What follows belongs to an exercise in optimizing a design on an open flow for small area, a short achievable clock period and few clock cycles per item; a production flow would make more cautious choices.
Only simulation tests tie the RTL to the original design; equivalence was not proved.

## flow/design.v (module list and top-level ports; edited modules follow where they fit)
// module mult_ex: 3671 lines
module mult_ex #(
    parameter WIDTH = 32
) (
    input  logic            clk,
    input  logic            rst_n,
    input  logic[WIDTH-1:0] a,
    input  logic[WIDTH-1:0] b,
    output logic[WIDTH-1:0] lo,
    output logic[WIDTH-1:0] hi,
    input  logic           valid_in,
    output logic           ready_out,
    output logic           valid_out,
    input  logic           ready_in
);
  // ...
==> flow/flow/run.sh <==
#!/bin/bash
set -euo pipefail
sed '1s/-noshare /-noshare -noabc /' synth_recipe.tcl > flow_synth.tcl
grep -q -- '-noabc' flow_synth.tcl
bash standard.sh SYNTH_SCRIPT="$PWD/flow_synth.tcl" \
    "BUFFER_PORTS_ARGS=-buffer_cell sky130_fd_sc_hd__buf_4" \
    MATCH_CELL_FOOTPRINT=0 SETUP_SLACK_MARGIN=7.6 finish > standard_flow.log 2>&1
==> flow/standard.sh <==
#!/bin/bash
# synth_recipe.tcl (not shown) runs the flow's synth.tcl, then flattens the netlist and writes it again
# the make line also repeats each setting of config.mk as NAME=value (left out here)
make -C /OpenROAD-flow-scripts/flow DESIGN_CONFIG=/design/flow/config.mk WORK_HOME=/design/flow/orfs CLKGATE_MAP_FILE= SYNTH_SCRIPT=/design/flow/synth_recipe.tcl "${@:-finish}"
==> flow/config.mk <==
export PLATFORM = sky130hd
export DESIGN_NAME = mult_ex
export DESIGN_NICKNAME = mult_ex
export VERILOG_FILES = /design/flow/design.v
export SDC_FILE = /design/flow/constraint.sdc
export NUM_CORES = 4
export LEC_CHECK = 0
export ABC_CLOCK_PERIOD_IN_PS = 3000
export CAP_MARGIN = 20
export CORE_MARGIN = 2
export CORE_UTILIZATION = 40
export SLEW_MARGIN = 20
==> flow/constraint.sdc <==
create_clock -name core_clock -period 11.0 [get_ports {clk}]
set_input_delay 2.2000 -clock core_clock [delete_from_list [all_inputs] [get_ports {clk}]]
set_output_delay 2.2000 -clock core_clock [all_outputs]
set_load 0.01 [all_outputs]
==> out/qor.json, run 1 <==
{
  "yosys": {
    "synth-xor-area-share_pct": 14.6,
    "netlist-cell-type-count": 80,
    "synth.cell_area_sq_um": 35800,
    "synth_top_cells_by_count": "538 x sky130_fd_sc_hd__xnor2_1, 496 x sky130_fd_sc_hd__a22oi_1, 475 x sky130_fd_sc_hd__fa_1",
    "synth-seq-area-share_pct": 30.5
  },
  "sta": {
    "finalMaxSlewViolations": 0,
    "post-route-period-util_pct": 35.7,
    "period_needed_ns": 3.93
  },
  "clocking": {
    "root_buffer": "sky130_fd_sc_hd__clkbuf_16",
    "number_of_clock_sinks": 386
  },
  "worst_setup_path": {
    "worstReg2RegEnd": "head[59]$_DFFE_PN_",
    "rr_startpoint": "m_c30_2$_DFFE_PN_",
    "worst_r2r_path_depth": 13,
    "cp.arrival_ns": 4.27,
    "crit_buf_inv": 1,
    "critPathLaunchType": "flop",
    "timing.critical_path.max_delay_family": "compound AO/OA/AOI/OAI gates",
    "worst_path_most_repeated_cell": "sky130_fd_sc_hd__fa_1"
  },
  "run_status": {
    "status": "no timing/DRC/antenna violations"
  },
  "layout": {
    "regMostFlops": "head",
    "layout_commonest_cell": "sky130_fd_sc_hd__xnor2_1",
    "cell_class_with_the_largest_area_share": "multi-input gates",
    "seq_area_share_pct": 24.5,
    "final_layout_size_suffix_gt1_share_pct": 31.3,
    "area.growth.synth_to_final_pct": 24.6,
    "multiInputGateArea_sq_um": 25700
  },
  "floorplan": {
    "die_h_um": 303,
    "n_tap_cell": 1165,
    "floorplan.die_area_sq_um": 91800,
    "initial_core_util_pct": 40.4,
    "die-width_um": 303,
    "i_o_pin_total": 134
  },
  "global_routing": {
    "number_of_antenna_violations_at_the_first_check_in_global_routing": 1,
    "gr-max-usage-layer": "met2",
    "grt_max_degree": 126
  },
  "routing": {
    "route.final.wire_length_mm": 126,
    "wl_cell_um": 29.1
  },
  "worst_hold_path": {
    "holdPathEnd": "skid_a[20]$_DFF_P_"
  },
  "placed_design": {
    "place.gp.congestion": 0.903,
    "detailedPlace.worstSlack_ns": 5.87
  }
}
Testbench counts, summed over its fixed seeds: cycles 2,072, items 2,048.
==> inputs of run 2 (changes only) <==
==> flow/flow/run.sh (replaced) <==
#!/bin/bash
set -euo pipefail
sed '1s/-noshare /-noshare -noabc /' synth_recipe.tcl > flow_synth.tcl
grep -q -- '-noabc' flow_synth.tcl
bash standard.sh SYNTH_SCRIPT="$PWD/flow_synth.tcl" \
    "BUFFER_PORTS_ARGS=-buffer_cell sky130_fd_sc_hd__buf_4" \
    MATCH_CELL_FOOTPRINT=0 SETUP_SLACK_MARGIN=7.0 finish > standard_flow.log 2>&1
==> out/qor.json, run 2 <==
{
  "worst_hold_path": {
    "worst_hold_path.num_cells": {"value": 1, "change": "unchanged"},
    "worstHoldStart": {"value": "skid_a[4]$_DFF_P_", "change": "was skid_a[20]$_DFF_P_"},
    "worst_min_path_class": {"value": "flop to flop", "change": "unchanged"},
    "holdPathEnd": {"value": "skid_a[4]$_DFF_P_", "change": "was skid_a[20]$_DFF_P_"}
  },
  "routing": {
    "drt_drc_violations_left": {"value": 0, "change": "unchanged"},
    "via_per_inst": {"value": 6.19, "change": "was 6.28"},
    "wl_cell": {"value": 27.8, "unit": "um", "change": "was 29.1 um"},
    "drt-pass1-iter-count": {"value": 9, "change": "unchanged"},
    "drtAntennaViolNets": {"value": 0, "change": "unchanged"},
    "dr.first_iter.drc_count": {"value": 3570, "change": "was 3823"},
    "via_count": {"value": 25900, "change": "was 27200"},
    "route.final.wire_length": {"value": 116, "unit": "mm", "change": "was 126 mm"}
  },
  "placed_design": {
    "dp_hpwl": {"value": 68.8, "unit": "mm", "change": "was 68.1 mm"},
    "dpl-instance-area": {"value": 37600, "unit": "sq um", "change": "was 37700 sq um"},
    "place.gp.congestion": {"value": 0.952, "change": "was 0.903"},
    "dp_cells": {"value": 4077, "change": "was 4078"},
    "port-buffer-count": {"value": 133, "change": "unchanged"},
    "detailedPlace.worstSlack": {"value": 6.61, "unit": "ns", "change": "was 5.87 ns"}
  },
  "worst_setup_path": {
    "crit_path_max_fanout": {"value": 8, "change": "was 3"},
    "cp.arrival": {"value": 4.33, "unit": "ns", "change": "was 4.27 ns"},
    "timing.critical_path.max_delay_family": {"value": "adder cells", "change": "was compound AO/OA/AOI/OAI gates"},
    "critical_path_rt": {"value": 11.34, "unit": "ns", "change": "about the same"},
    "end_kind": {"value": "flop", "change": "unchanged"},
    "timing.critical_path.cells": {"value": "fa_1 > fa_1 > ha_2 > a21oi_1 > o21a_1 > and2_1 > o21ai_1 > o21ai_2 > buf_12 > a2111oi_4 > buf_4 > o211ai_1 > o21ai_1 > xor2_1", "change": "was fa_1 > fa_1 > ha_4 > a21o_1 > o21bai_4 > a211oi_4 > o21ai_2 > o21ai_4 > a2111oi_4 > buf_4 > o211ai_1 > o21ai_1 > xor2_1"},
    "rrSetupSlack": {"value": 7.01, "unit": "ns", "change": "was 7.07 ns"},
    "cpMaxStageDelayCell": {"value": "sky130_fd_sc_hd__fa_1", "change": "unchanged"},
    "worstReg2RegEnd": {"value": "head[59]$_DFFE_PN_", "change": "unchanged"},
    "worst_r2r_path_depth": {"value": 14, "change": "was 13"},
    "critPathLaunchType": {"value": "flop", "change": "unchanged"},
    "crit_buf_inv": {"value": 2, "change": "was 1"},
    "rr_startpoint": {"value": "m_c36_0$_DFFE_PN_", "change": "was m_c30_2$_DFFE_PN_"},
    "cpPeakStageDelay": {"value": 0.54, "unit": "ns", "change": "was 0.57 ns"},
    "path_class": {"value": "flop to flop", "change": "unchanged"}
  },
  "floorplan": {
    "i_o_pin_total": {"value": 134, "change": "unchanged"},
    "fp.coreArea": {"value": 88500, "unit": "sq um", "change": "unchanged"},
    "initial_core_util": {"value": 40.4, "unit": "%", "change": "unchanged"},
    "die_h": {"value": 303, "unit": "um", "change": "unchanged"},
    "die-width": {"value": 303, "unit": "um", "change": "unchanged"},
    "standard_cell_rows": {"value": 109, "change": "unchanged"},
    "floorplan.die_area": {"value": 91800, "unit": "sq um", "change": "unchanged"}
  },
  "global_routing": {
    "grt_pass1_wl": {"value": 173, "unit": "mm", "change": "was 184 mm"},
    "gr-usage-all-layers": {"value": 25.1, "unit": "%", "change": "was 27.0%"},
    "number_of_antenna_violations_at_the_first_check_in_global_routing": {"value": 8, "change": "was 1"},
    "grt_max_degree": {"value": 190, "change": "was 126"},
    "vias_in_the_first_global_route": {"value": 28000, "change": "was 28700"},
    "overflow": {"value": 0, "change": "unchanged"}
  },
  "yosys": {
    "synth_area_leader_cell": {"value": "sky130_fd_sc_hd__edfxtp_1", "change": "unchanged"},
    "synth_top_cells_by_count": {"value": "538 x sky130_fd_sc_hd__xnor2_1, 496 x sky130_fd_sc_hd__a22oi_1, 475 x sky130_fd_sc_hd__fa_1", "change": "unchanged"},
    "ys_dominant_reg_cell": {"value": "sky130_fd_sc_hd__edfxtp_1", "change": "unchanged"},
    "async_flop_share": {"value": 1.30, "unit": "%", "change": "unchanged"},
    "area_contributors_post_synth": {"value": "sky130_fd_sc_hd__edfxtp_1 27%, sky130_fd_sc_hd__fa_1 27%, sky130_fd_sc_hd__xnor2_1 13%, sky130_fd_sc_hd__a22oi_1 10%, sky130_fd_sc_hd__ha_1 3.8%", "change": "unchanged"},
    "post_synth.cell_area_avg": {"value": 11.9, "unit": "sq um", "change": "unchanged"},
    "netlist-cell-type-count": {"value": 80, "change": "unchanged"},
    "mappedNetlistNets": {"value": 3667, "change": "unchanged"},
    "ys_seq_elements": {"value": 386, "change": "unchanged"},
    "synth.cell_area": {"value": 35800, "unit": "sq um", "change": "unchanged"},
    "synth_warnings": {"value": 1, "change": "unchanged"},
    "synth-seq-area-share": {"value": 30.5, "unit": "%", "change": "unchanged"},
    "mapped_cells": {"value": 3015, "change": "unchanged"},
    "netlist.area_leader.share": {"value": 26.6, "unit": "%", "change": "unchanged"},
    "synth_edf_count": {"value": 317, "change": "unchanged"},
    "yosysMostFrequentCell": {"value": "sky130_fd_sc_hd__xnor2_1", "change": "unchanged"}
  },
  "sta": {
    "finalHoldWorstSlack": {"value": 0.471, "unit": "ns", "change": "was 0.476 ns"},
    "post-route-period-util": {"value": 36.3, "unit": "%", "change": "was 35.7%"},
    "period_needed": {"value": 3.99, "unit": "ns", "change": "was 3.93 ns"},
    "post-route-worst-setup-slack": {"value": 7.01, "unit": "ns", "change": "was 7.07 ns"},
    "finalMaxSlewViolations": {"value": 0, "change": "unchanged"},
    "grt_setup_unrepaired": {"value": "yes", "change": "unchanged"},
    "fmax": {"value": 251, "unit": "MHz", "change": "was 254 MHz"},
    "fin_setup_tns": {"value": 0, "unit": "ns", "change": "unchanged"},
    "setup-violations-final": {"value": 0, "change": "unchanged"},
    "timing_hold_violations_final": {"value": 0, "change": "unchanged"},
    "max_slew.worst_pin.slew": {"value": 1.02, "unit": "ns", "change": "was 0.995 ns"},
    "tightest_slew_margin_relative_to_the_limit": {"value": 32.0, "unit": "%", "change": "was 33.7%"},
    "finClkSkew": {"value": 0.0262, "unit": "ns", "change": "was 0.0205 ns"}
  },
  "layout": {
    "multiInputGateArea": {"value": 23500, "unit": "sq um", "change": "was 25700 sq um"},
    "design_area": {"value": 39700, "unit": "sq um", "change": "was 44600 sq um"},
    "finish.net_count": {"value": 3623, "change": "was 3778"},
    "filler_cell_count": {"value": 7912, "change": "was 7401"},
    "seqCellArea": {"value": 10900, "unit": "sq um", "change": "about the same"},
    "top_library_cells_by_usage_in_the_layout_fill_and_taps_aside": {"value": "538 x sky130_fd_sc_hd__xnor2_1, 496 x sky130_fd_sc_hd__a22oi_1, 471 x sky130_fd_sc_hd__fa_1", "change": "was 475 x sky130_fd_sc_hd__xnor2_1, 390 x sky130_fd_sc_hd__fa_1, 317 x sky130_fd_sc_hd__edfxtp_1"},
    "regMostFlops": {"value": "head", "change": "unchanged"},
    "flip_flop_count_of_the_largest_register_all_copies_and_words_added": {"value": 64, "change": "unchanged"},
    "area.growth.synth_to_final": {"value": 10.9, "unit": "%", "change": "was 24.6%"},
    "fin_cells": {"value": 4176, "change": "was 4325"},
    "layout_commonest_cell": {"value": "sky130_fd_sc_hd__xnor2_1", "change": "unchanged"},
    "final_layout_size_suffix_gt1_share": {"value": 14.1, "unit": "%", "change": "was 31.3%"}
  },
  "clocking": {
    "clk_path_buf_depth": {"value": 3, "change": "unchanged"},
    "root_buffer": {"value": "sky130_fd_sc_hd__clkbuf_16", "change": "unchanged"},
    "cts_inserted_buffers": {"value": 45, "change": "was 43"},
    "clock_tree.htree_level_count": {"value": 2, "change": "unchanged"},
    "clk_transition_reported_paths": {"value": 0.06, "unit": "ns", "change": "about the same"},
    "number_of_clock_sinks": {"value": 386, "change": "unchanged"},
    "insertion_delay": {"value": 0.61, "unit": "ns", "change": "was 0.59 ns"},
    "cts_tree": {"value": "built", "change": "unchanged"}
  },
  "run_status": {
    "status": {"value": "no timing/DRC/antenna violations", "change": "unchanged"}
  },
  "flow_run": {
    "maxCapViolCount": {"value": 0, "change": "unchanged"}
  }
}
-- run 2: cell counts after synthesis --
Identical to the previous run, type by type.
-- run 2: worst reg2reg max path: stages (launching register included) --
cell and delay (ns):
sky130_fd_sc_hd__edfxtp_1 0.41, sky130_fd_sc_hd__fa_1 0.52, sky130_fd_sc_hd__fa_1 0.54, sky130_fd_sc_hd__ha_2 0.34, sky130_fd_sc_hd__a21oi_1 0.21, sky130_fd_sc_hd__o21a_1 0.23
sky130_fd_sc_hd__and2_1 0.15, sky130_fd_sc_hd__o21ai_1 0.07, sky130_fd_sc_hd__o21ai_2 0.18, sky130_fd_sc_hd__buf_12 0.14, sky130_fd_sc_hd__a2111oi_4 0.06, sky130_fd_sc_hd__buf_4 0.17
sky130_fd_sc_hd__o211ai_1 0.37, sky130_fd_sc_hd__o21ai_1 0.18, sky130_fd_sc_hd__xor2_1 0.17
-- run 2: cell type report --
| cell class | count | area share, % |
|---|---|---|
| multi-input combinational | 2181 | 59.2 |
| sequential | 386 | 27.6 |
| timing repair buffer | 227 | 4.47 |
| tap | 1165 | 3.68 |
| clock buffer | 52 | 3.03 |
| inverter | 130 | 1.23 |
| clock inverter | 31 | 0.845 |
| antenna | 4 | 0.0252 |
-- run 2: worst max-delay path by stage --
| stage | slack (ns) | end | startpoint | cells after the start |
|---|---|---|---|---|
| CTS | 6.97 | head[59]$_DFFE_PN_ | m_c30_0$_DFFE_PN_ | 13 |
| floorplan | 5.96 | v1$_DFFE_PN0N_ | ready_in | 2 |
| global placement | 6.72 | head[59]$_DFFE_PN_ | m_c30_0$_DFFE_PN_ | 12 |
| detailed placement | 6.61 | head[59]$_DFFE_PN_ | m_c30_0$_DFFE_PN_ | 12 |
| finish | 7.01 | head[59]$_DFFE_PN_ | m_c36_0$_DFFE_PN_ | 14 |
| global route | 6.91 | head[59]$_DFFE_PN_ | m_c36_0$_DFFE_PN_ | 14 |
-- run 2: cells by family (layout without fill, tap and decap cells) --
logic type,after synthesis,in the layout,share of synthesized area (%)
xor gates and xnor gates,596,596,14.6
adders and majority gates,584,584,30.4
muxes,65,65,1.96
other,0,4,0
and+or+nand+nor,250,250,3.43
buffers and inverters,448,440,4.88
DFF,386,386,30.5
AOI/OAI and AO/OA,686,686,14.2
-- run 2: per-layer routing --
layer / share of wire, % / vias up / global-route usage [%]
met1: 39 / 12900 / 33.2
met5: 0.026 / - / 0
li1: - / 10400 / -
met3: 14 / 447 / 9.42
met2: 43 / 2009 / 37.1
met4: 4.3 / 6 / 10.2
-- run 2: repair_timing --
action                     4_1_cts  5_1_grt
hold endpoints to repair         0        0
pin swaps                        9       29
buffers inserted                 4        7
gates resized for setup         21       55
setup endpoints to repair       16       17
hold buffers                     0        0
cloned                           0        0
-- run 2: through the flow --
stage | util [%]
after global routing | 44.8
after detailed placement | 42.5
final | 44.8
after global placement | 42.5
after floorplan | -
after CTS | 44.4
==> inputs of run 3 (changes only) <==
==> flow/flow/run.sh (replaced) <==
#!/bin/bash
set -euo pipefail
sed '1s/-noshare /-noshare -noabc /' synth_recipe.tcl > flow_synth.tcl
grep -q -- '-noabc' flow_synth.tcl
bash standard.sh SYNTH_SCRIPT="$PWD/flow_synth.tcl" \
    "BUFFER_PORTS_ARGS=-buffer_cell sky130_fd_sc_hd__buf_4" \
    MATCH_CELL_FOOTPRINT=0 SETUP_SLACK_MARGIN=7.3 finish > standard_flow.log 2>&1
--- a/flow/config.mk
+++ b/flow/config.mk
@@ -8,5 +8,5 @@
 export ABC_CLOCK_PERIOD_IN_PS = 3000
 export CAP_MARGIN = 20
 export CORE_MARGIN = 2
-export CORE_UTILIZATION = 40
+export CORE_UTILIZATION = 65
 export SLEW_MARGIN = 20
==> out/qor.json, run 3 <==
{
  "layout": {
    "flip_flop_count_of_the_largest_register_all_copies_and_words_added": {"value": 64, "change": "unchanged"},
    "multiInputGateArea": {"value": 23600, "unit": "sq um", "change": "was 23500 sq um"},
    "filler_cell_count": {"value": 3682, "change": "was 7912"},
    "top_library_cells_by_usage_in_the_layout_fill_and_taps_aside": {"value": "538 x sky130_fd_sc_hd__xnor2_1, 494 x sky130_fd_sc_hd__a22oi_1, 471 x sky130_fd_sc_hd__fa_1", "change": "was 538 x sky130_fd_sc_hd__xnor2_1, 496 x sky130_fd_sc_hd__a22oi_1, 471 x sky130_fd_sc_hd__fa_1"},
    "final_layout_size_suffix_gt1_share": {"value": 14.9, "unit": "%", "change": "was 14.1%"},
    "layout_commonest_cell": {"value": "sky130_fd_sc_hd__xnor2_1", "change": "unchanged"},
    "design_area": {"value": 39400, "unit": "sq um", "change": "was 39700 sq um"},
    "seqCellArea": {"value": 10900, "unit": "sq um", "change": "about the same"},
    "regMostFlops": {"value": "head", "change": "unchanged"},
    "area.growth.synth_to_final": {"value": 10.3, "unit": "%", "change": "was 10.9%"},
    "finish.net_count": {"value": 3638, "change": "was 3623"}
  },
  "routing": {
    "via_per_inst": {"value": 7.09, "change": "was 6.19"},
    "route.final.wire_length": {"value": 111, "unit": "mm", "change": "was 116 mm"},
    "drt_drc_violations_left": {"value": 0, "change": "unchanged"},
    "dr.first_iter.drc_count": {"value": 4162, "change": "was 3570"},
    "drt-pass1-iter-count": {"value": 9, "change": "unchanged"},
    "drtAntennaViolNets": {"value": 0, "change": "unchanged"},
    "wl_cell": {"value": 29.8, "unit": "um", "change": "was 27.8 um"},
    "via_count": {"value": 26400, "change": "was 25900"}
  },
  "clocking": {
    "clock_tree.htree_level_count": {"value": 2, "change": "unchanged"},
    "cts_hold_repair.buffers": {"value": 0, "change": "unchanged"},
    "clk_transition_reported_paths": {"value": 0.06, "unit": "ns", "change": "about the same"},
    "cts_tree": {"value": "built", "change": "unchanged"},
    "number_of_clock_sinks": {"value": 386, "change": "unchanged"},
    "cts_inserted_buffers": {"value": 42, "change": "was 45"},
    "insertion_delay": {"value": 0.59, "unit": "ns", "change": "was 0.61 ns"},
    "clk_path_buf_depth": {"value": 3, "change": "unchanged"},
    "root_buffer": {"value": "sky130_fd_sc_hd__clkbuf_16", "change": "unchanged"}
  },
  "yosys": {
    "ys_seq_elements": {"value": 386, "change": "unchanged"},
    "post_synth.cell_area_avg": {"value": 11.9, "unit": "sq um", "change": "unchanged"},
    "synth_compound_area_share": {"value": 14.2, "unit": "%", "change": "unchanged"},
    "synth_area_leader_cell": {"value": "sky130_fd_sc_hd__edfxtp_1", "change": "unchanged"},
    "netlist-cell-type-count": {"value": 80, "change": "unchanged"},
    "synth-xor-area-share": {"value": 14.6, "unit": "%", "change": "unchanged"},
    "synth_edf_count": {"value": 317, "change": "unchanged"},
    "synth_warnings": {"value": 1, "change": "unchanged"},
    "mapped_cells": {"value": 3015, "change": "unchanged"},
    "netlist.area_leader.share": {"value": 26.6, "unit": "%", "change": "unchanged"},
    "synth_adder_area_share": {"value": 30.4, "unit": "%", "change": "unchanged"},
    "post_synth_mux_area_share": {"value": 1.96, "unit": "%", "change": "unchanged"},
    "async_flop_share": {"value": 1.30, "unit": "%", "change": "unchanged"},
    "synth_simple_gate_area_share": {"value": 3.43, "unit": "%", "change": "unchanged"},
    "mappedNetlistNets": {"value": 3667, "change": "unchanged"},
    "synth.cell_area": {"value": 35800, "unit": "sq um", "change": "unchanged"},
    "area_contributors_post_synth": {"value": "sky130_fd_sc_hd__edfxtp_1 27%, sky130_fd_sc_hd__fa_1 27%, sky130_fd_sc_hd__xnor2_1 13%, sky130_fd_sc_hd__a22oi_1 10%, sky130_fd_sc_hd__ha_1 3.8%", "change": "unchanged"},
    "synth_top_cells_by_count": {"value": "538 x sky130_fd_sc_hd__xnor2_1, 496 x sky130_fd_sc_hd__a22oi_1, 475 x sky130_fd_sc_hd__fa_1", "change": "unchanged"},
    "dominant_combinational_cell_family_by_area_after_synthesis": {"value": "adder cells", "change": "unchanged"},
    "synth-seq-area-share": {"value": 30.5, "unit": "%", "change": "unchanged"},
    "yosysMostFrequentCell": {"value": "sky130_fd_sc_hd__xnor2_1", "change": "unchanged"},
    "ys_dominant_reg_cell": {"value": "sky130_fd_sc_hd__edfxtp_1", "change": "unchanged"}
  },
  "global_routing": {
    "met2_usage": {"value": 55.4, "unit": "%", "change": "was 37.1%"},
    "gr-usage-met3": {"value": 18.6, "unit": "%", "change": "was 9.42%"},
    "gr-usage-all-layers": {"value": 38.9, "unit": "%", "change": "was 25.1%"},
    "vias_in_the_first_global_route": {"value": 27800, "change": "was 28000"},
    "grt_pass1_wl": {"value": 165, "unit": "mm", "change": "was 173 mm"},
    "grt_max_degree": {"value": 194, "change": "was 190"},
    "number_of_antenna_violations_at_the_first_check_in_global_routing": {"value": 6, "change": "was 8"},
    "overflow": {"value": 0, "change": "unchanged"},
    "use_met1": {"value": 51.5, "unit": "%", "change": "was 33.2%"},
    "gr-max-usage-layer": {"value": "met2", "change": "unchanged"}
  },
  "floorplan": {
    "die-width": {"value": 239, "unit": "um", "change": "was 303 um"},
    "initial_core_util": {"value": 66.1, "unit": "%", "change": "was 40.4%"},
    "i_o_pin_total": {"value": 134, "change": "unchanged"},
    "floorplan.die_area": {"value": 56900, "unit": "sq um", "change": "was 91800 sq um"},
    "fp.coreArea": {"value": 54100, "unit": "sq um", "change": "was 88500 sq um"},
    "standard_cell_rows": {"value": 85, "change": "was 109"},
    "die_h": {"value": 239, "unit": "um", "change": "was 303 um"}
  },
  "worst_setup_path": {
    "critical_path_rt": {"value": 11.32, "unit": "ns", "change": "was 11.34 ns"},
    "cp.arrival": {"value": 4.15, "unit": "ns", "change": "was 4.33 ns"},
    "path_class": {"value": "flop to flop", "change": "unchanged"},
    "end_kind": {"value": "flop", "change": "unchanged"},
    "rrSetupSlack": {"value": 7.17, "unit": "ns", "change": "was 7.01 ns"},
    "crit_path_max_fanout": {"value": 5, "change": "was 8"},
    "critPathLaunchType": {"value": "flop", "change": "unchanged"}
  },
  "placed_design": {
    "port-buffer-count": {"value": 133, "change": "unchanged"},
    "dp_hpwl": {"value": 66.4, "unit": "mm", "change": "was 68.8 mm"},
    "place.gp.congestion": {"value": 0.933, "change": "was 0.952"},
    "dpl-instance-area": {"value": 37000, "unit": "sq um", "change": "was 37600 sq um"}
  },
  "sta": {
    "setup-violations-final": {"value": 0, "change": "unchanged"},
    "period_needed": {"value": 3.83, "unit": "ns", "change": "was 3.99 ns"},
    "post-route-period-util": {"value": 34.8, "unit": "%", "change": "was 36.3%"},
    "fin_setup_tns": {"value": 0, "unit": "ns", "change": "unchanged"},
    "fmax": {"value": 261, "unit": "MHz", "change": "was 251 MHz"},
    "tightest_slew_margin_relative_to_the_limit": {"value": 39.4, "unit": "%", "change": "was 32.0%"},
    "finalMaxSlewViolations": {"value": 0, "change": "unchanged"},
    "timing_hold_violations_final": {"value": 0, "change": "unchanged"},
    "max_slew.worst_pin.slew": {"value": 0.908, "unit": "ns", "change": "was 1.02 ns"},
    "finClkSkew": {"value": 0.0238, "unit": "ns", "change": "was 0.0262 ns"},
    "grt_setup_unrepaired": {"value": "yes", "change": "unchanged"}
  },
  "flow_run": {
    "maxCapViolCount": {"value": 0, "change": "unchanged"}
  },
  "run_status": {
    "status": {"value": "no timing/DRC/antenna violations", "change": "unchanged"}
  },
  "worst_hold_path": {
    "worst_min_path_class": {"value": "flop to flop", "change": "unchanged"}
  }
}
run 3: cell types whose count changed in the layout (fill, tap and decap cells not counted), moves of 4 or more:
| cell | delta |
|---|---|
| sky130_fd_sc_hd__clkbuf_1 | +4 |
| sky130_fd_sc_hd__nand2_1 | -4 |
| sky130_fd_sc_hd__buf_4 | -46 |
| sky130_fd_sc_hd__o21ai_2 | +5 |
| sky130_fd_sc_hd__buf_6 | +63 |
| sky130_fd_sc_hd__clkinv_2 | -4 |
run 3: logic make-up after synthesis:
group / after synthesis
AOI/OAI and AO/OA: 686
xor gates and xnor gates: 596
adders and majority gates: 584
buffers and inverters: 448
DFF: 386
and+or+nand+nor: 250
muxes: 65
run 3: layer usage:
metal | wire length, um | vias up | share of wire [%]
met1 | 40800 | 12900 | 37
met5 | 82 | - | 0.074
met3 | 19100 | 580 | 17
met2 | 45700 | 2420 | 41
li1 | - | 10500 | -
met4 | 5270 | 10 | 4.8
run 3: critical path, cell delays in order, from the launching register on:
cell and delay (ns):
sky130_fd_sc_hd__edfxtp_1 0.40, sky130_fd_sc_hd__fa_1 0.57, sky130_fd_sc_hd__fa_1 0.46, sky130_fd_sc_hd__ha_4 0.26, sky130_fd_sc_hd__a21oi_4 0.13, sky130_fd_sc_hd__o21bai_1 0.08
sky130_fd_sc_hd__a21o_1 0.17, sky130_fd_sc_hd__or4_1 0.48, sky130_fd_sc_hd__a311o_1 0.35, sky130_fd_sc_hd__o211ai_2 0.15, sky130_fd_sc_hd__o21ai_4 0.13, sky130_fd_sc_hd__a2111oi_4 0.31
sky130_fd_sc_hd__nor3_2 0.08
run 3: repair_timing:
action	in CTS	in global routing
resized for setup	72	110
setup endpoints to repair	36	314
pin swaps	31	19
gates cloned	0	1
buffers inserted	14	13
run 3: path summary, 6_finish.rpt:
path / startpoint / end / cells after the start
max in group asynchronous: rst_n / rdy$_DFF_PN1_ / 1
worst min-delay path: skid_a[22]$_DFF_P_ / skid_a[22]$_DFF_P_ / 1
min in group asynchronous: rst_n / head_v$_DFFE_PN0N_ / 1
worst max register to register: m_c33_2$_DFFE_PN_ / head[60]$_DFFE_PN_ / 12
worst max-delay path: m_c33_2$_DFFE_PN_ / head[60]$_DFFE_PN_ / 12
worst min register to register: skid_a[22]$_DFF_P_ / skid_a[22]$_DFF_P_ / 1
run 3: final cells by class:
| type | instances | share of cell area (%) |
|---|---|---|
| inverters | 130 | 1.24 |
| clock buffers | 54 | 2.96 |
| repair buffers | 245 | 5.45 |
| multi-input cells | 2181 | 59.9 |
| clock inverters | 23 | 0.552 |
| well taps | 696 | 2.21 |
| flip-flops and latches | 386 | 27.7 |
| diodes | 1 | 0.00634 |
run 3: through the flow:
stage	hold slack, ns	setup slack, ns	utilization, %	std cells
global placement	0.449	6.80	68.4	3610
floorplan	0.430	5.96	-	3015
finish	0.473	7.17	72.9	3716
detailed placement	0.458	6.73	68.4	3610
global route	0.490	7.08	72.9	3715
CTS	0.475	7.21	71.8	3701
==> inputs of run 4 (changes only) <==
==> flow/config.mk (replaced) <==
export PLATFORM = sky130hd
export DESIGN_NAME = mult_ex
export DESIGN_NICKNAME = mult_ex
export VERILOG_FILES = /design/flow/design.v
export SDC_FILE = /design/flow/constraint.sdc
export NUM_CORES = 4
export LEC_CHECK = 0
export ABC_AREA = 1
export CAP_MARGIN = 20
export CORE_MARGIN = 2
export CORE_UTILIZATION = 55
export SLEW_MARGIN = 20
==> out/qor.json, run 4 <==
{
  "run_status": {
    "status": {"value": "no timing/DRC/antenna violations", "change": "unchanged"}
  },
  "sta": {
    "tightest_slew_margin_relative_to_the_limit": {"value": 38.1, "unit": "%", "change": "was 39.4%"},
    "setup-violations-final": {"value": 0, "change": "unchanged"},
    "max_slew.worst_pin.slew": {"value": 0.928, "unit": "ns", "change": "was 0.908 ns"},
    "finalMaxSlewViolations": {"value": 0, "change": "unchanged"},
    "fin_setup_tns": {"value": 0, "unit": "ns", "change": "unchanged"},
    "finClkSkew": {"value": 0.0326, "unit": "ns", "change": "was 0.0238 ns"},
    "post-route-period-util": {"value": 34.0, "unit": "%", "change": "was 34.8%"},
    "period_needed": {"value": 3.74, "unit": "ns", "change": "was 3.83 ns"},
    "grt_setup_unrepaired": {"value": "yes", "change": "unchanged"},
    "fmax": {"value": 268, "unit": "MHz", "change": "was 261 MHz"},
    "timing_hold_violations_final": {"value": 0, "change": "unchanged"}
  },
  "layout": {
    "seqCellArea": {"value": 10900, "unit": "sq um", "change": "unchanged"},
    "filler_cell_count": {"value": 5709, "change": "was 3682"},
    "design_area": {"value": 41400, "unit": "sq um", "change": "was 39400 sq um"},
    "area.growth.synth_to_final": {"value": 10.5, "unit": "%", "change": "was 10.3%"},
    "regMostFlops": {"value": "head", "change": "unchanged"},
    "flip_flop_count_of_the_largest_register_all_copies_and_words_added": {"value": 64, "change": "unchanged"},
    "multiInputGateArea": {"value": 23600, "unit": "sq um", "change": "about the same"},
    "finish.net_count": {"value": 4511, "change": "was 3638"},
    "layout_commonest_cell": {"value": "sky130_fd_sc_hd__nand2_1", "change": "was sky130_fd_sc_hd__xnor2_1"},
    "final_layout_size_suffix_gt1_share": {"value": 11.2, "unit": "%", "change": "was 14.9%"},
    "top_library_cells_by_usage_in_the_layout_fill_and_taps_aside": {"value": "664 x sky130_fd_sc_hd__nand2_1, 564 x sky130_fd_sc_hd__xor2_1, 492 x sky130_fd_sc_hd__o22ai_1", "change": "was 538 x sky130_fd_sc_hd__xnor2_1, 494 x sky130_fd_sc_hd__a22oi_1, 471 x sky130_fd_sc_hd__fa_1"}
  },
  "floorplan": {
    "fp.coreArea": {"value": 67300, "unit": "sq um", "change": "was 54100 sq um"},
    "i_o_pin_total": {"value": 134, "change": "unchanged"},
    "die_h": {"value": 265, "unit": "um", "change": "was 239 um"},
    "floorplan.die_area": {"value": 70200, "unit": "sq um", "change": "was 56900 sq um"},
    "standard_cell_rows": {"value": 95, "change": "was 85"},
    "initial_core_util": {"value": 55.6, "unit": "%", "change": "was 66.1%"},
    "die-width": {"value": 265, "unit": "um", "change": "was 239 um"}
  },
  "routing": {
    "drt_drc_violations_left": {"value": 0, "change": "unchanged"},
    "via_per_inst": {"value": 6.34, "change": "was 7.09"},
    "via_count": {"value": 30300, "change": "was 26400"},
    "wl_cell": {"value": 28.1, "unit": "um", "change": "was 29.8 um"},
    "dr.first_iter.drc_count": {"value": 3864, "change": "was 4162"},
    "drt-pass1-iter-count": {"value": 8, "change": "was 9"},
    "route.final.wire_length": {"value": 134, "unit": "mm", "change": "was 111 mm"},
    "drtAntennaViolNets": {"value": 0, "change": "unchanged"}
  },
  "worst_setup_path": {
    "crit_buf_inv": {"value": 1, "change": "was 0"},
    "cp.arrival": {"value": 4.01, "unit": "ns", "change": "was 4.15 ns"},
    "timing.critical_path.cells": {"value": "inv_6 > o22ai_1 > xor2_1 > fa_1 > fa_1 > fa_1 > fa_1", "change": "was fa_1 > fa_1 > ha_4 > a21oi_4 > o21bai_1 > a21o_1 > or4_1 > a311o_1 > o211ai_2 > o21ai_4 > a2111oi_4 > nor3_2"},
    "cpMaxStageDelayCell": {"value": "sky130_fd_sc_hd__fa_1", "change": "unchanged"},
    "worst_path_most_repeated_cell": {"value": "sky130_fd_sc_hd__fa_1", "change": "unchanged"},
    "crit_path_max_fanout": {"value": 32, "change": "was 5"},
    "cpPeakStageDelay": {"value": 0.60, "unit": "ns", "change": "was 0.57 ns"},
    "critical_path_rt": {"value": 11.28, "unit": "ns", "change": "was 11.32 ns"},
    "path_class": {"value": "flop to flop", "change": "unchanged"},
    "critPathLaunchType": {"value": "flop", "change": "unchanged"},
    "end_kind": {"value": "flop", "change": "unchanged"},
    "timing.critical_path.max_delay_family": {"value": "adder cells", "change": "was compound AO/OA/AOI/OAI gates"}
  },
  "placed_design": {
    "dpl-instance-area": {"value": 39100, "unit": "sq um", "change": "was 37000 sq um"},
    "port-buffer-count": {"value": 133, "change": "unchanged"},
    "dp_hpwl": {"value": 87.5, "unit": "mm", "change": "was 66.4 mm"},
    "place.gp.congestion": {"value": 0.971, "change": "was 0.933"}
  },
  "global_routing": {
    "overflow": {"value": 0, "change": "unchanged"},
    "gr-usage-all-layers": {"value": 38.2, "unit": "%", "change": "was 38.9%"},
    "number_of_antenna_violations_at_the_first_check_in_global_routing": {"value": 8, "change": "was 6"},
    "grt_max_degree": {"value": 89, "change": "was 194"},
    "vias_in_the_first_global_route": {"value": 31500, "change": "was 27800"},
    "grt_pass1_wl": {"value": 197, "unit": "mm", "change": "was 165 mm"}
  },
  "yosys": {
    "mapped_cells": {"value": 3849, "change": "was 3015"},
    "ys_seq_elements": {"value": 386, "change": "unchanged"},
    "async_flop_share": {"value": 1.30, "unit": "%", "change": "unchanged"},
    "synth_area_leader_cell": {"value": "sky130_fd_sc_hd__edfxtp_1", "change": "unchanged"},
    "netlist.area_leader.share": {"value": 25.4, "unit": "%", "change": "was 26.6%"},
    "synth_top_cells_by_count": {"value": "664 x sky130_fd_sc_hd__nand2_1, 565 x sky130_fd_sc_hd__xor2_1, 496 x sky130_fd_sc_hd__o22ai_1", "change": "was 538 x sky130_fd_sc_hd__xnor2_1, 496 x sky130_fd_sc_hd__a22oi_1, 475 x sky130_fd_sc_hd__fa_1"},
    "mappedNetlistNets": {"value": 4501, "change": "was 3667"},
    "post_synth.cell_area_avg": {"value": 9.73, "unit": "sq um", "change": "was 11.9 sq um"},
    "synth_edf_count": {"value": 317, "change": "unchanged"},
    "synth.cell_area": {"value": 37400, "unit": "sq um", "change": "was 35800 sq um"},
    "synth_warnings": {"value": 1, "change": "unchanged"},
    "ys_dominant_reg_cell": {"value": "sky130_fd_sc_hd__edfxtp_1", "change": "unchanged"},
    "synth-seq-area-share": {"value": 29.2, "unit": "%", "change": "was 30.5%"},
    "yosysMostFrequentCell": {"value": "sky130_fd_sc_hd__nand2_1", "change": "was sky130_fd_sc_hd__xnor2_1"},
    "area_contributors_post_synth": {"value": "sky130_fd_sc_hd__edfxtp_1 25%, sky130_fd_sc_hd__fa_1 25%, sky130_fd_sc_hd__xor2_1 13%, sky130_fd_sc_hd__o22ai_1 8.3%, sky130_fd_sc_hd__nand2_1 6.7%", "change": "was sky130_fd_sc_hd__edfxtp_1 27%, sky130_fd_sc_hd__fa_1 27%, sky130_fd_sc_hd__xnor2_1 13%, sky130_fd_sc_hd__a22oi_1 10%, sky130_fd_sc_hd__ha_1 3.8%"},
    "netlist-cell-type-count": {"value": 43, "change": "was 80"}
  },
  "worst_hold_path": {
    "worst_min_path_class": {"value": "flop to flop", "change": "unchanged"}
  },
  "clocking": {
    "number_of_clock_sinks": {"value": 386, "change": "unchanged"},
    "insertion_delay": {"value": 0.60, "unit": "ns", "change": "was 0.59 ns"},
    "cts_inserted_buffers": {"value": 45, "change": "was 42"},
    "clk_path_buf_depth": {"value": 3, "change": "unchanged"},
    "clk_transition_reported_paths": {"value": 0.06, "unit": "ns", "change": "about the same"},
    "clock_tree.htree_level_count": {"value": 2, "change": "unchanged"},
    "cts_hold_repair.buffers": {"value": 0, "change": "unchanged"},
    "root_buffer": {"value": "sky130_fd_sc_hd__clkbuf_16", "change": "unchanged"},
    "cts_tree": {"value": "built", "change": "unchanged"}
  },
  "flow_run": {
    "maxCapViolCount": {"value": 0, "change": "unchanged"}
  }
}
run 4: cell types whose count changed in the layout (fill, tap and decap cells not counted), sizes merged, moves of 21 or more:
| cell | delta |
|---|---|
| a22oi | -496 |
| and2 | -31 |
| buf | -21 |
| inv | +343 |
| mux2 | -39 |
| mux2i | -26 |
| nand2 | +573 |
| nand3 | +68 |
| nor2 | +90 |
| o22ai | +490 |
| or2 | +31 |
| xnor2 | -535 |
| xor2 | +507 |
run 4: worst paths after layout:
path | start | endpoint | slack [ns] | depth (start not counted)
setup / recovery | a_r[10]$_DFFE_PN_ | m_c16_0$_DFFE_PN_ | 7.26 | 7
hold / removal | skid_a[7]$_DFF_P_ | skid_a[7]$_DFF_P_ | 0.45 | 2
setup reg to reg | a_r[10]$_DFFE_PN_ | m_c16_0$_DFFE_PN_ | 7.26 | 7
hold reg to reg | skid_a[7]$_DFF_P_ | skid_a[7]$_DFF_P_ | 0.45 | 2
max in group asynchronous | rst_n | rdy$_DFF_PN1_ | 9.41 | 1
min in group asynchronous | rst_n | head_v$_DFFE_PN0N_ | 1.40 | 1
run 4: metal layers:
layer,share of wire [%],global-route usage [%],vias up
li1,-,-,12600
met1,36,46.7,14600
met2,43,57.5,2418
met3,15,17.0,617
met4,6.2,18.9,8
met5,0.071,0.277,-
run 4: metrics by stage:
stage / util, % / hold WS (ns) / cells / setup slack [ns]
after floorplan: - / 0.418 / 3849 / 3.52
after global placement: 58.0 / 0.432 / 4661 / 6.36
after detailed placement: 58.1 / 0.439 / 4662 / 6.48
after CTS: 60.8 / 0.453 / 4761 / 7.30
after global routing: 61.5 / 0.465 / 4769 / 7.24
final: 61.5 / 0.450 / 4773 / 7.26
run 4: tightest hold or removal path: stages (launching register included):
cell and delay, ns:
sky130_fd_sc_hd__dfxtp_1 0.30, sky130_fd_sc_hd__nand2_1 0.05, sky130_fd_sc_hd__nand2_1 0.07
run 4: cell families (layout without fill, tap and decap cells):
logic type / count (synthesis) / in the layout / synth area share [%]
adders and majority gates: 584 / 584 / 29.0
other: 0 / 4 / 0
xor gates and xnor gates: 568 / 568 / 13.3
DFF: 386 / 386 / 29.2
buffers and inverters: 763 / 810 / 7.88
and+or+nand+nor: 955 / 955 / 10.7
AOI/OAI and AO/OA: 593 / 593 / 9.92
run 4: final cells by class:
cell class / instances / share of cell area, %
inverter: 491 / 4.63
clock buffer: 60 / 3.11
tap: 873 / 2.64
clock inverter: 24 / 0.599
timing repair buffer: 235 / 5.51
antenna: 4 / 0.0242
sequential: 386 / 26.4
multi-input combinational: 2700 / 57.1
run 4: repair_timing:
item / CTS / global route
cloned: 1 / 1
setup buffers: 14 / 7
gates resized for setup: 59 / 108
pin swaps: 0 / 6
setup endpoints to repair: 246 / 68
==> inputs of run 5 (changes only) <==
--- a/flow/config.mk
+++ b/flow/config.mk
@@ -5,7 +5,7 @@
 export SDC_FILE = /design/flow/constraint.sdc
 export NUM_CORES = 4
 export LEC_CHECK = 0
-export ABC_AREA = 1
+export ABC_CLOCK_PERIOD_IN_PS = 3000
 export CAP_MARGIN = 20
 export CORE_MARGIN = 2
 export CORE_UTILIZATION = 55
==> out/qor.json, run 5 <==
{
  "run_status": {
    "status": {"value": "no timing/DRC/antenna violations", "change": "unchanged"}
  },
  "layout": {
    "design_area": {"value": 39700, "unit": "sq um", "change": "was 41400 sq um"},
    "multiInputGateArea": {"value": 23700, "unit": "sq um", "change": "was 23600 sq um"},
    "insertedDiodeCount": {"value": 0, "change": "was 4"},
    "filler_cell_count": {"value": 5140, "change": "was 5709"},
    "flip_flop_count_of_the_largest_register_all_copies_and_words_added": {"value": 64, "change": "unchanged"},
    "regMostFlops": {"value": "head", "change": "unchanged"},
    "top_library_cells_by_usage_in_the_layout_fill_and_taps_aside": {"value": "538 x sky130_fd_sc_hd__xnor2_1, 495 x sky130_fd_sc_hd__a22oi_1, 465 x sky130_fd_sc_hd__fa_1", "change": "was 664 x sky130_fd_sc_hd__nand2_1, 564 x sky130_fd_sc_hd__xor2_1, 492 x sky130_fd_sc_hd__o22ai_1"},
    "fin_cells": {"value": 3879, "change": "was 4773"},
    "layout_commonest_cell": {"value": "sky130_fd_sc_hd__xnor2_1", "change": "was sky130_fd_sc_hd__nand2_1"},
    "seqCellArea": {"value": 10900, "unit": "sq um", "change": "unchanged"},
    "area.growth.synth_to_final": {"value": 11.1, "unit": "%", "change": "was 10.5%"},
    "final_layout_size_suffix_gt1_share": {"value": 15.4, "unit": "%", "change": "was 11.2%"},
    "finish.net_count": {"value": 3643, "change": "was 4511"}
  },
  "global_routing": {
    "grt_max_degree": {"value": 149, "change": "was 89"},
    "overflow": {"value": 0, "change": "unchanged"},
    "grt_pass1_wl": {"value": 170, "unit": "mm", "change": "was 197 mm"},
    "gr-usage-all-layers": {"value": 34.2, "unit": "%", "change": "was 38.2%"},
    "number_of_antenna_violations_at_the_first_check_in_global_routing": {"value": 5, "change": "was 8"},
    "vias_in_the_first_global_route": {"value": 27600, "change": "was 31500"}
  },
  "clocking": {
    "root_buffer": {"value": "sky130_fd_sc_hd__clkbuf_16", "change": "unchanged"},
    "cts_tree": {"value": "built", "change": "unchanged"},
    "cts_hold_repair.buffers": {"value": 0, "change": "unchanged"},
    "clock_tree.htree_level_count": {"value": 2, "change": "unchanged"},
    "clk_path_buf_depth": {"value": 3, "change": "unchanged"},
    "cts_inserted_buffers": {"value": 45, "change": "unchanged"},
    "number_of_clock_sinks": {"value": 386, "change": "unchanged"},
    "clk_transition_reported_paths": {"value": 0.06, "unit": "ns", "change": "about the same"},
    "insertion_delay": {"value": 0.59, "unit": "ns", "change": "was 0.60 ns"}
  },
  "flow_run": {
    "maxCapViolCount": {"value": 0, "change": "unchanged"}
  },
  "sta": {
    "post-route-period-util": {"value": 34.3, "unit": "%", "change": "was 34.0%"},
    "finClkSkew": {"value": 0.0213, "unit": "ns", "change": "was 0.0326 ns"},
    "finalMaxSlewViolations": {"value": 0, "change": "unchanged"},
    "fmax": {"value": 265, "unit": "MHz", "change": "was 268 MHz"},
    "grt_setup_unrepaired": {"value": "yes", "change": "unchanged"},
    "setup-violations-final": {"value": 0, "change": "unchanged"},
    "timing_hold_violations_final": {"value": 0, "change": "unchanged"},
    "period_needed": {"value": 3.77, "unit": "ns", "change": "was 3.74 ns"},
    "fin_setup_tns": {"value": 0, "unit": "ns", "change": "unchanged"},
    "tightest_slew_margin_relative_to_the_limit": {"value": 30.7, "unit": "%", "change": "was 38.1%"},
    "max_slew.worst_pin.slew": {"value": 1.04, "unit": "ns", "change": "was 0.928 ns"}
  },
  "placed_design": {
    "dp_hpwl": {"value": 67.7, "unit": "mm", "change": "was 87.5 mm"},
    "dpl-instance-area": {"value": 37200, "unit": "sq um", "change": "was 39100 sq um"},
    "place.gp.congestion": {"value": 0.887, "change": "was 0.971"},
    "dp_cells": {"value": 3769, "change": "was 4662"},
    "port-buffer-count": {"value": 133, "change": "unchanged"}
  },
  "yosys": {
    "async_flop_share": {"value": 1.30, "unit": "%", "change": "unchanged"},
    "netlist.area_leader.share": {"value": 26.6, "unit": "%", "change": "was 25.4%"},
    "ys_seq_elements": {"value": 386, "change": "unchanged"},
    "synth_area_leader_cell": {"value": "sky130_fd_sc_hd__edfxtp_1", "change": "unchanged"},
    "netlist-cell-type-count": {"value": 80, "change": "was 43"},
    "synth_edf_count": {"value": 317, "change": "unchanged"},
    "synth_top_cells_by_count": {"value": "538 x sky130_fd_sc_hd__xnor2_1, 496 x sky130_fd_sc_hd__a22oi_1, 475 x sky130_fd_sc_hd__fa_1", "change": "was 664 x sky130_fd_sc_hd__nand2_1, 565 x sky130_fd_sc_hd__xor2_1, 496 x sky130_fd_sc_hd__o22ai_1"},
    "post_synth.cell_area_avg": {"value": 11.9, "unit": "sq um", "change": "was 9.73 sq um"},
    "ys_dominant_reg_cell": {"value": "sky130_fd_sc_hd__edfxtp_1", "change": "unchanged"},
    "yosysMostFrequentCell": {"value": "sky130_fd_sc_hd__xnor2_1", "change": "was sky130_fd_sc_hd__nand2_1"},
    "mappedNetlistNets": {"value": 3667, "change": "was 4501"},
    "synth.cell_area": {"value": 35800, "unit": "sq um", "change": "was 37400 sq um"},
    "area_contributors_post_synth": {"value": "sky130_fd_sc_hd__edfxtp_1 27%, sky130_fd_sc_hd__fa_1 27%, sky130_fd_sc_hd__xnor2_1 13%, sky130_fd_sc_hd__a22oi_1 10%, sky130_fd_sc_hd__ha_1 3.8%", "change": "was sky130_fd_sc_hd__edfxtp_1 25%, sky130_fd_sc_hd__fa_1 25%, sky130_fd_sc_hd__xor2_1 13%, sky130_fd_sc_hd__o22ai_1 8.3%, sky130_fd_sc_hd__nand2_1 6.7%"},
    "mapped_cells": {"value": 3015, "change": "was 3849"},
    "synth_warnings": {"value": 1, "change": "unchanged"},
    "synth-seq-area-share": {"value": 30.5, "unit": "%", "change": "was 29.2%"}
  },
  "worst_setup_path": {
    "critical_path_rt": {"value": 11.32, "unit": "ns", "change": "was 11.28 ns"},
    "worst_r2r_path_depth": {"value": 12, "change": "was 7"},
    "rrSetupSlack": {"value": 7.23, "unit": "ns", "change": "was 7.26 ns"},
    "cp.arrival": {"value": 4.09, "unit": "ns", "change": "was 4.01 ns"},
    "worstReg2RegEnd": {"value": "head[60]$_DFFE_PN_", "change": "was m_c16_0$_DFFE_PN_"},
    "critPathLaunchType": {"value": "flop", "change": "unchanged"},
    "path_class": {"value": "flop to flop", "change": "unchanged"},
    "end_kind": {"value": "flop", "change": "unchanged"},
    "crit_path_max_fanout": {"value": 3, "change": "was 32"},
    "rr_startpoint": {"value": "m_c33_2$_DFFE_PN_", "change": "was a_r[10]$_DFFE_PN_"}
  },
  "routing": {
    "drt_drc_violations_left": {"value": 0, "change": "unchanged"},
    "dr.first_iter.drc_count": {"value": 3353, "change": "was 3864"},
    "wl_cell": {"value": 29.5, "unit": "um", "change": "was 28.1 um"},
    "route.final.wire_length": {"value": 115, "unit": "mm", "change": "was 134 mm"},
    "drt-pass1-iter-count": {"value": 6, "change": "was 8"},
    "via_count": {"value": 25900, "change": "was 30300"},
    "via_per_inst": {"value": 6.68, "change": "was 6.34"},
    "drtAntennaViolNets": {"value": 0, "change": "unchanged"}
  },
  "worst_hold_path": {
    "worstHoldStart": {"value": "v1$_DFFE_PN0N_", "change": "was skid_a[7]$_DFF_P_"},
    "worst_min_path_class": {"value": "flop to flop", "change": "unchanged"},
    "worst_hold_path.num_cells": {"value": 1, "change": "was 2"},
    "holdPathEnd": {"value": "head_v$_DFFE_PN0N_", "change": "was skid_a[7]$_DFF_P_"}
  },
  "floorplan": {
    "fp.coreArea": {"value": 64300, "unit": "sq um", "change": "was 67300 sq um"},
    "initial_core_util": {"value": 55.6, "unit": "%", "change": "about the same"},
    "i_o_pin_total": {"value": 134, "change": "unchanged"},
    "floorplan.die_area": {"value": 67100, "unit": "sq um", "change": "was 70200 sq um"},
    "die-width": {"value": 259, "unit": "um", "change": "was 265 um"},
    "die_h": {"value": 259, "unit": "um", "change": "was 265 um"},
    "standard_cell_rows": {"value": 93, "change": "was 95"}
  }
}
run 5: cell types whose count changed in the layout (fill, tap and decap cells not counted), moves of 33 or more:
cell,before,now
sky130_fd_sc_hd__nand3_1,88,24
sky130_fd_sc_hd__buf_6,41,74
sky130_fd_sc_hd__xor2_1,564,58
sky130_fd_sc_hd__nand2_1,664,98
sky130_fd_sc_hd__xnor2_1,3,538
sky130_fd_sc_hd__mux2_2,0,39
sky130_fd_sc_hd__nor2_1,104,27
sky130_fd_sc_hd__inv_1,459,129
sky130_fd_sc_hd__a22oi_1,0,495
sky130_fd_sc_hd__o22ai_1,492,6
run 5: routing by layer:
layer / vias to the layer above / track usage [%] / part of all wire (%)
met5: - / 1.21 / 0.16
met4: 12 / 12.8 / 3.8
met3: 396 / 14.0 / 15
met2: 1920 / 47.8 / 42
met1: 13100 / 47.6 / 40
li1: 10500 / - / -
run 5: timing repair:
action                     in CTS  in global routing
pin swaps                      35                 40
setup endpoints to repair      44                 67
buffers inserted               18                 12
resized for setup              69                138
run 5: worst max-delay path by stage:
stage,cells past startpoint,slack [ns],start,endpoint
4_1_cts,12,7.13,m_c33_0$_DFFE_PN_,head[60]$_DFFE_PN_
6_report,12,7.23,m_c33_2$_DFFE_PN_,head[60]$_DFFE_PN_
5_1_grt,12,7.10,m_c33_2$_DFFE_PN_,head[60]$_DFFE_PN_
3_5_place_dp,12,6.76,m_c33_2$_DFFE_PN_,head[53]$_DFFE_PN_
3_3_place_gp,12,6.81,m_c6_0$_DFFE_PN_,head[53]$_DFFE_PN_
2_1_floorplan,2,5.96,ready_in,v1$_DFFE_PN0N_
run 5: area by class of cell:
cell class	count	share of cell area, %
multi-input cells	2181	59.6
flip-flops and latches	386	27.5
repair buffers	247	5.46
clock buffers	56	3.04
well taps	855	2.69
inverters	130	1.23
clock inverters	24	0.428
run 5: critical path: stages, from the launching register on:
cell	delay [ns]
sky130_fd_sc_hd__edfxtp_1	0.41
sky130_fd_sc_hd__fa_2	0.50
sky130_fd_sc_hd__fa_2	0.60
sky130_fd_sc_hd__ha_4	0.22
sky130_fd_sc_hd__a21oi_4	0.17
sky130_fd_sc_hd__o21bai_1	0.08
sky130_fd_sc_hd__a21o_1	0.17
sky130_fd_sc_hd__or4_1	0.40
sky130_fd_sc_hd__a311o_1	0.32
sky130_fd_sc_hd__o211ai_2	0.13
sky130_fd_sc_hd__o21ai_4	0.11
sky130_fd_sc_hd__a2111oi_4	0.34
sky130_fd_sc_hd__nor3_2	0.08
run 5: logic make-up (layout without fill, tap and decap cells):
group,after synthesis,after routing,share of synthesized area [%]
adders and majority gates,584,584,30.4
AOI/OAI and AO/OA,686,686,14.2
DFF,386,386,30.5
buffers and inverters,448,457,4.88
and+or+nand+nor,250,250,3.43
muxes,65,65,1.96
xor gates and xnor gates,596,596,14.6
run 5: per-stage QoR:
stage / setup slack, ns / hold WS [ns] / util [%]
floorplan: 5.96 / 0.430 / -
global placement: 6.81 / 0.446 / 57.9
detailed placement: 6.76 / 0.459 / 57.9
CTS: 7.13 / 0.475 / 60.7
global route: 7.10 / 0.490 / 61.7
finish: 7.23 / 0.469 / 61.7
==> inputs of run 6 (changes only) <==
--- a/flow/config.mk
+++ b/flow/config.mk
@@ -9,4 +9,6 @@
 export CAP_MARGIN = 20
 export CORE_MARGIN = 2
 export CORE_UTILIZATION = 55
+export CTS_CLUSTER_DIAMETER = 100
+export CTS_CLUSTER_SIZE = 30
 export SLEW_MARGIN = 20
==> out/qor.json, run 6 <==
{
  "yosys": {
    "synth_edf_count": {"value": 317, "change": "unchanged"},
    "ys_dominant_reg_cell": {"value": "sky130_fd_sc_hd__edfxtp_1", "change": "unchanged"},
    "synth-seq-area-share": {"value": 30.5, "unit": "%", "change": "unchanged"},
    "synth_area_leader_cell": {"value": "sky130_fd_sc_hd__edfxtp_1", "change": "unchanged"},
    "mapped_cells": {"value": 3015, "change": "unchanged"},
    "area_contributors_post_synth": {"value": "sky130_fd_sc_hd__edfxtp_1 27%, sky130_fd_sc_hd__fa_1 27%, sky130_fd_sc_hd__xnor2_1 13%, sky130_fd_sc_hd__a22oi_1 10%, sky130_fd_sc_hd__ha_1 3.8%", "change": "unchanged"},
    "netlist.area_leader.share": {"value": 26.6, "unit": "%", "change": "unchanged"},
    "ys_seq_elements": {"value": 386, "change": "unchanged"},
    "synth.cell_area": {"value": 35800, "unit": "sq um", "change": "unchanged"},
    "netlist-cell-type-count": {"value": 80, "change": "unchanged"}
  },
  "worst_setup_path": {
    "cp.arrival": {"value": 4.16, "unit": "ns", "change": "was 4.09 ns"},
    "critical_path_rt": {"value": 11.33, "unit": "ns", "change": "was 11.32 ns"},
    "critPathLaunchType": {"value": "flop", "change": "unchanged"},
    "path_class": {"value": "flop to flop", "change": "unchanged"},
    "end_kind": {"value": "flop", "change": "unchanged"},
    "crit_path_max_fanout": {"value": 3, "change": "unchanged"}
  },
  "sta": {
    "tightest_slew_margin_relative_to_the_limit": {"value": 32.4, "unit": "%", "change": "was 30.7%"},
    "setup-violations-final": {"value": 0, "change": "unchanged"},
    "grt_setup_unrepaired": {"value": "yes", "change": "unchanged"},
    "fmax": {"value": 261, "unit": "MHz", "change": "was 265 MHz"},
    "timing_hold_violations_final": {"value": 0, "change": "unchanged"},
    "finalMaxSlewViolations": {"value": 0, "change": "unchanged"},
    "finalHoldWorstSlack": {"value": 0.482, "unit": "ns", "change": "was 0.469 ns"},
    "finClkSkew": {"value": 0.0380, "unit": "ns", "change": "was 0.0213 ns"},
    "post-route-period-util": {"value": 34.8, "unit": "%", "change": "was 34.3%"},
    "fin_setup_tns": {"value": 0, "unit": "ns", "change": "unchanged"}
  },
  "layout": {
    "design_area": {"value": 39300, "unit": "sq um", "change": "was 39700 sq um"},
    "layout_commonest_cell": {"value": "sky130_fd_sc_hd__xnor2_1", "change": "unchanged"},
    "flip_flop_count_of_the_largest_register_all_copies_and_words_added": {"value": 64, "change": "unchanged"},
    "regMostFlops": {"value": "head", "change": "unchanged"},
    "finish.net_count": {"value": 3624, "change": "was 3643"},
    "filler_cell_count": {"value": 5177, "change": "was 5140"},
    "final_layout_size_suffix_gt1_share": {"value": 14.7, "unit": "%", "change": "was 15.4%"},
    "multiInputGateArea": {"value": 23700, "unit": "sq um", "change": "about the same"},
    "area.growth.synth_to_final": {"value": 9.83, "unit": "%", "change": "was 11.1%"}
  },
  "routing": {
    "drt_drc_violations_left": {"value": 0, "change": "unchanged"},
    "route.final.wire_length": {"value": 114, "unit": "mm", "change": "was 115 mm"},
    "wl_cell": {"value": 29.7, "unit": "um", "change": "was 29.5 um"},
    "via_per_inst": {"value": 6.72, "change": "was 6.68"},
    "drt-pass1-iter-count": {"value": 6, "change": "unchanged"},
    "drtAntennaViolNets": {"value": 0, "change": "unchanged"}
  },
  "global_routing": {
    "grt_pass1_wl": {"value": 170, "unit": "mm", "change": "about the same"},
    "vias_in_the_first_global_route": {"value": 27400, "change": "was 27600"},
    "gr-max-usage-layer": {"value": "met2", "change": "unchanged"},
    "use_met1": {"value": 47.6, "unit": "%", "change": "about the same"},
    "number_of_antenna_violations_at_the_first_check_in_global_routing": {"value": 5, "change": "unchanged"},
    "grt_max_degree": {"value": 149, "change": "unchanged"},
    "gr-usage-met3": {"value": 13.5, "unit": "%", "change": "was 14.0%"}
  },
  "clocking": {
    "clk_transition_reported_paths": {"value": 0.11, "unit": "ns", "change": "was 0.06 ns"},
    "cts_tree": {"value": "built", "change": "unchanged"},
    "number_of_clock_sinks": {"value": 386, "change": "unchanged"},
    "insertion_delay": {"value": 0.59, "unit": "ns", "change": "about the same"},
    "root_buffer": {"value": "sky130_fd_sc_hd__clkbuf_16", "change": "unchanged"},
    "clock_tree.htree_level_count": {"value": 1, "change": "was 2"},
    "cts_inserted_buffers": {"value": 23, "change": "was 45"}
  },
  "floorplan": {
    "fp.coreArea": {"value": 64300, "unit": "sq um", "change": "unchanged"},
    "floorplan.die_area": {"value": 67100, "unit": "sq um", "change": "unchanged"},
    "die-width": {"value": 259, "unit": "um", "change": "unchanged"},
    "die_h": {"value": 259, "unit": "um", "change": "unchanged"}
  },
  "placed_design": {
    "dpl-instance-area": {"value": 37200, "unit": "sq um", "change": "unchanged"},
    "port-buffer-count": {"value": 133, "change": "unchanged"},
    "place.gp.congestion": {"value": 0.887, "change": "unchanged"}
  },
  "run_status": {
    "status": {"value": "no timing/DRC/antenna violations", "change": "unchanged"}
  }
}
==> run 6: cell counts after synthesis <==
Identical to the previous run, type by type.
==> run 6: path summary, 6_finish.rpt <==
check | from | end | slack, ns | depth (start not counted)
min in group asynchronous | rst_n | v1$_DFFE_PN0N_ | 1.38 | 1
max reg2reg | m_c6_0$_DFFE_PN_ | head[52]$_DFFE_PN_ | 7.17 | 13
min | skid_a[1]$_DFF_P_ | skid_a[1]$_DFF_P_ | 0.48 | 1
min reg2reg | skid_a[1]$_DFF_P_ | skid_a[1]$_DFF_P_ | 0.48 | 1
max | m_c6_0$_DFFE_PN_ | head[52]$_DFFE_PN_ | 7.17 | 13
max in group asynchronous | rst_n | rdy$_DFF_PN1_ | 9.43 | 1
==> run 6: per-stage QoR <==
step	instances	utilization, %	worst slack, ns
after floorplan	3015	-	5.96
after global placement	3769	57.9	6.81
after detailed placement	3769	57.9	6.76
after CTS	3830	59.9	7.14
after global routing	3844	61.0	7.10
final	3844	61.0	7.17
==> run 6: layout make-up <==
cell class | instances | share of cell area [%]
clock buffer | 26 | 1.49
clock inverter | 16 | 0.631
inverter | 130 | 1.24
multi-input combinational | 2181 | 60.4
sequential | 386 | 27.8
tap | 855 | 2.72
timing repair buffer | 250 | 5.73
==> run 6: metal layers <==
metal  vias to the layer above  share of wire, %
met5                         -             0.050
met4                         8               3.7
met3                       381                14
met2                      1970                42
met1                     13100                40
li1                      10400                 -
==> run 6: what timing repair did <==
item,CTS,global route
setup endpoints to repair,40,76
cloned,0,0
gates resized for setup,65,163
pin swaps,32,50
buffers inserted,19,14
hold buffers,0,0
==> run 6: cell families (layout without fill, tap and decap cells) <==
logic type / after synthesis / after routing / synth area share (%)
xor gates and xnor gates: 596 / 596 / 14.6
buffers and inverters: 448 / 422 / 4.88
and+or+nand+nor: 250 / 250 / 3.43
adders and majority gates: 584 / 584 / 30.4
AOI/OAI and AO/OA: 686 / 686 / 14.2
DFF: 386 / 386 / 30.5
muxes: 65 / 65 / 1.96
==> run 6: worst max-delay path: stages, from the launching register on <==
cell                       delay [ns]
sky130_fd_sc_hd__edfxtp_1        0.42
sky130_fd_sc_hd__fa_2            0.40
sky130_fd_sc_hd__fa_2            0.37
sky130_fd_sc_hd__ha_4            0.29
sky130_fd_sc_hd__and3_4          0.18
sky130_fd_sc_hd__a41oi_4         0.19
sky130_fd_sc_hd__and2_4          0.24
sky130_fd_sc_hd__o311ai_4        0.42
sky130_fd_sc_hd__a311o_1         0.30
sky130_fd_sc_hd__o211ai_2        0.16
sky130_fd_sc_hd__o21ai_4         0.24
sky130_fd_sc_hd__buf_6           0.13
sky130_fd_sc_hd__a31oi_4         0.08
sky130_fd_sc_hd__xnor2_1         0.14

[what the ideal ports hide]
No port has a modelled driver above. Below, the same layouts with a new extraction and two added sets of constraints.
Step 1 (the two cells are an assumption about what drives the block):
set clk [get_ports {clk}]
set_driving_cell -lib_cell sky130_fd_sc_hd__clkbuf_16 $clk
set_driving_cell -lib_cell sky130_fd_sc_hd__buf_2 [delete_from_list [all_inputs] $clk]
Step 2 also shifts input and output timing later by t, the mid clock arrival at the registers, as if the neighbouring blocks saw the same clock.
Three values: ideal, step 1, step 2; two values: the first two.
run	shift t [ns]	setup WS [ns]	latest minus earliest clock arrival (ns)	worst slew at a driven data input, ns	pins driven straight from the clock port
run 1	0.651	7.068 / 7.068 / 7.068	0.020 / 0.021	0.04	1
run 2	0.663	7.011 / 7.011 / 6.673	0.027 / 0.027	0.04	1
run 3	0.637	7.174 / 7.174 / 6.933	0.025 / 0.025	0.04	1
run 4	0.657	7.264 / 7.264 / 6.866	0.033 / 0.033	0.05	1
run 5	0.643	7.228 / 7.228 / 7.093	0.022 / 0.022	0.04	1
run 6	0.639	7.171 / 7.171 / 7.128	0.038 / 0.038	0.04	1
After both steps every run listed still meets setup and hold. The setup slack of run 4, which loses most, moves by 0.000 ns with the drivers and by -0.398 ns with both steps.
